This is an optimization exercise on Yosys and OpenROAD, whose aim is small area and a short achievable clock period, not a production implementation.
RTL that was checked went through simulation tests only; none was proved equivalent to the original.

==> willow <==
==> flow/design.v <==
`timescale 1ns / 1ps
module FIFO(clk, rst, wr_en, rd_en, buf_in, buf_out, buf_empty, buf_full, fifo_counter);
input clk, rst, wr_en, rd_en;
input [7:0] buf_in;
output [7:0] buf_out;
output buf_empty, buf_full;
output [6:0] fifo_counter;
reg [7:0] buf_out;
reg buf_empty, buf_full;
reg [6:0] fifo_counter;
reg [7:0] mem [0:63];
reg [7:0] sel_lo, sel_hi;
wire do_wr = wr_en & ~buf_full;
wire do_rd = rd_en & ~buf_empty;
wire inc = do_wr & ~do_rd;
wire dec = do_rd & ~do_wr;
integer i;
always @(posedge clk) begin
    if (do_wr) begin
        mem[0] <= buf_in;
        for (i = 1; i < 64; i = i + 1)
            mem[i] <= mem[i-1];
    end
end
wire [7:0] lo0, hi0;
fifo_dec3 u_dlo (.a(fifo_counter[2:0]), .y(lo0));
fifo_dec3 u_dhi (.a(fifo_counter[5:3]), .y(hi0));
wire [7:0] lo_up = {lo0[6:0], lo0[7]};
wire [7:0] lo_dn = {lo0[0], lo0[7:1]};
wire [7:0] hi_up = lo0[7] ? {hi0[6:0], hi0[7]} : hi0;
wire [7:0] hi_dn = lo0[0] ? {hi0[0], hi0[7:1]} : hi0;
always @(posedge clk) begin
    sel_lo <= inc ? lo_up : dec ? lo_dn : lo0;
    sel_hi <= inc ? hi_up : dec ? hi_dn : hi0;
end
wire [7:0] grp [0:7];
genvar g;
generate
    for (g = 0; g < 8; g = g + 1) begin : gm
        fifo_mux8 u_m (.sel(sel_lo),
            .d0(mem[(g*8+0+63)%64]), .d1(mem[(g*8+1+63)%64]), .d2(mem[(g*8+2+63)%64]), .d3(mem[(g*8+3+63)%64]),
            .d4(mem[(g*8+4+63)%64]), .d5(mem[(g*8+5+63)%64]), .d6(mem[(g*8+6+63)%64]), .d7(mem[(g*8+7+63)%64]),
            .y(grp[g]));
    end
endgenerate
wire [7:0] out_next;
fifo_mux9 u_mt (.sel(sel_hi & {8{do_rd}}), .hold(~do_rd),
    .d0(grp[0]), .d1(grp[1]), .d2(grp[2]), .d3(grp[3]),
    .d4(grp[4]), .d5(grp[5]), .d6(grp[6]), .d7(grp[7]), .d8(buf_out),
    .y(out_next));
always @(posedge clk or posedge rst) begin
    if (rst)
        buf_out <= 8'd0;
    else
        buf_out <= out_next;
end
always @(posedge clk or posedge rst) begin
    if (rst) begin
        fifo_counter <= 7'd0;
        buf_empty <= 1'b1;
        buf_full <= 1'b0;
    end else begin
        if (inc) begin
            fifo_counter <= fifo_counter + 7'd1;
            buf_empty <= 1'b0;
            buf_full <= (fifo_counter == 7'd63);
        end else if (dec) begin
            fifo_counter <= fifo_counter - 7'd1;
            buf_empty <= (fifo_counter == 7'd1);
            buf_full <= 1'b0;
        end
    end
end
endmodule
module fifo_dec3(a, y);
input [2:0] a;
output [7:0] y;
assign y = 8'd1 << a;
endmodule
module fifo_mux8(sel, d0, d1, d2, d3, d4, d5, d6, d7, y);
input [7:0] sel;
input [7:0] d0, d1, d2, d3, d4, d5, d6, d7;
output [7:0] y;
assign y = ({8{sel[0]}} & d0) | ({8{sel[1]}} & d1) | ({8{sel[2]}} & d2) | ({8{sel[3]}} & d3)
         | ({8{sel[4]}} & d4) | ({8{sel[5]}} & d5) | ({8{sel[6]}} & d6) | ({8{sel[7]}} & d7);
endmodule
module fifo_mux9(sel, hold, d0, d1, d2, d3, d4, d5, d6, d7, d8, y);
input [7:0] sel;
input hold;
input [7:0] d0, d1, d2, d3, d4, d5, d6, d7, d8;
output [7:0] y;
assign y = ({8{sel[0]}} & d0) | ({8{sel[1]}} & d1) | ({8{sel[2]}} & d2) | ({8{sel[3]}} & d3)
         | ({8{sel[4]}} & d4) | ({8{sel[5]}} & d5) | ({8{sel[6]}} & d6) | ({8{sel[7]}} & d7)
         | ({8{hold}} & d8);
endmodule
==> flow/run.sh <==
#!/bin/bash
# synth_recipe.tcl (not shown) runs the flow's synth.tcl, then flattens the netlist and writes it again
# the make line also repeats each setting of config.mk as NAME=value (left out here)
make -C /OpenROAD-flow-scripts/flow DESIGN_CONFIG=/design/flow/config.mk WORK_HOME=/design/flow/orfs CLKGATE_MAP_FILE= SYNTH_SCRIPT=/design/flow/synth_recipe.tcl finish
==> flow/config.mk <==
export PLATFORM = sky130hd
export DESIGN_NAME = FIFO
export DESIGN_NICKNAME = FIFO
export VERILOG_FILES = /design/flow/design.v
export SDC_FILE = /design/flow/constraint.sdc
export NUM_CORES = 4
export LEC_CHECK = 0
export CAP_MARGIN = 20
export CORE_MARGIN = 2
export CORE_UTILIZATION = 55
export SETUP_SLACK_MARGIN = 2.9
export SLEW_MARGIN = 20
export SYNTH_HIERARCHICAL = 1
export SYNTH_MINIMUM_KEEP_SIZE = 0
==> flow/constraint.sdc <==
create_clock -name core_clock -period 5.0 [get_ports {clk}]
set_input_delay 1.0000 -clock core_clock [delete_from_list [all_inputs] [get_ports {clk}]]
set_output_delay 1.0000 -clock core_clock [all_outputs]
set_load 0.01 [all_outputs]
==> onyx: changes against willow <==
--- a/flow/design.v
+++ b/flow/design.v
@@ -6,12 +6,14 @@
 output buf_empty, buf_full;
 output [6:0] fifo_counter;
 reg [7:0] buf_out;
-reg buf_empty, buf_full;
+reg buf_full;
+reg not_empty;             
+wire buf_empty = ~not_empty;
 reg [6:0] fifo_counter;
 reg [7:0] mem [0:63];
-reg [7:0] sel_lo, sel_hi;
+reg [7:0] sel_lo;
 wire do_wr = wr_en & ~buf_full;
-wire do_rd = rd_en & ~buf_empty;
+wire do_rd = rd_en & not_empty;
 wire inc = do_wr & ~do_rd;
 wire dec = do_rd & ~do_wr;
 integer i;
@@ -22,16 +24,13 @@
             mem[i] <= mem[i-1];
     end
 end
-wire [7:0] lo0, hi0;
+wire [7:0] lo0, sel_hi;
 fifo_dec3 u_dlo (.a(fifo_counter[2:0]), .y(lo0));
-fifo_dec3 u_dhi (.a(fifo_counter[5:3]), .y(hi0));
+fifo_dec3 u_dhi (.a(fifo_counter[5:3]), .y(sel_hi));
 wire [7:0] lo_up = {lo0[6:0], lo0[7]};
 wire [7:0] lo_dn = {lo0[0], lo0[7:1]};
-wire [7:0] hi_up = lo0[7] ? {hi0[6:0], hi0[7]} : hi0;
-wire [7:0] hi_dn = lo0[0] ? {hi0[0], hi0[7:1]} : hi0;
 always @(posedge clk) begin
     sel_lo <= inc ? lo_up : dec ? lo_dn : lo0;
-    sel_hi <= inc ? hi_up : dec ? hi_dn : hi0;
 end
 wire [7:0] grp [0:7];
 genvar g;
@@ -57,16 +56,16 @@
 always @(posedge clk or posedge rst) begin
     if (rst) begin
         fifo_counter <= 7'd0;
-        buf_empty <= 1'b1;
+        not_empty <= 1'b0;
         buf_full <= 1'b0;
     end else begin
         if (inc) begin
             fifo_counter <= fifo_counter + 7'd1;
-            buf_empty <= 1'b0;
+            not_empty <= 1'b1;
             buf_full <= (fifo_counter == 7'd63);
         end else if (dec) begin
             fifo_counter <= fifo_counter - 7'd1;
-            buf_empty <= (fifo_counter == 7'd1);
+            not_empty <= (fifo_counter != 7'd1);
             buf_full <= 1'b0;
         end
     end
Settings changed: CORE_UTILIZATION 55 to 65, CTS_BUF_LIST set to sky130_fd_sc_hd__clkbuf_16, CTS_CLUSTER_DIAMETER set to 100, CTS_CLUSTER_SIZE set to 30, SETUP_SLACK_MARGIN 2.9 to 2.85.
==> results.json <==
{
  "outcome": "finished clean",
  "place_ws_ns": 1.30,
  "clkbuf_count": 63,
  "pg_comb_mw": 3.02
}
(the above is from willow)
==> results.json <==
{
  "place_ws_ns": 1.08,
  "maxCapViolCount": 0,
  "outcome": "finished clean",
  "pg_comb_mw": 2.74,
  "clkbuf_count": 21,
  "startpoint": "not_empty"
}
(the above is from onyx)
No functional check of the RTL was part of onyx.

## static timing again, ports no longer ideal
How much do the figures lean on ideal ports? The routed layouts below were timed once more, with nothing changed but the port constraints. Step 1: set_driving_cell puts a clkbuf_16 on clk and a buf_2 on each other input, an assumption about the parent block. Step 2 adds t to the input delays and takes it off the output delays; t is the mean of the earliest and latest rising clock arrival at the registers after step 1. Input paths then give back, and output paths get back, about the clock's delay inside the block. Three values: ideal, step 1, step 2; two values: the first two.
| run | t (ns) | setup slack, ns | hold slack, ns |
|---|---|---|---|
| willow | 0.645 | 2.766 / 2.713 / 2.325 | 0.444 / 0.444 / 0.444 |
| onyx | 0.597 | 2.793 / 2.739 / 2.217 | 0.452 / 0.452 / 0.452 |
After both steps every run listed still meets setup and hold. The setup slack of onyx, which loses most, moves by -0.054 ns with the drivers and by -0.576 ns with both steps.
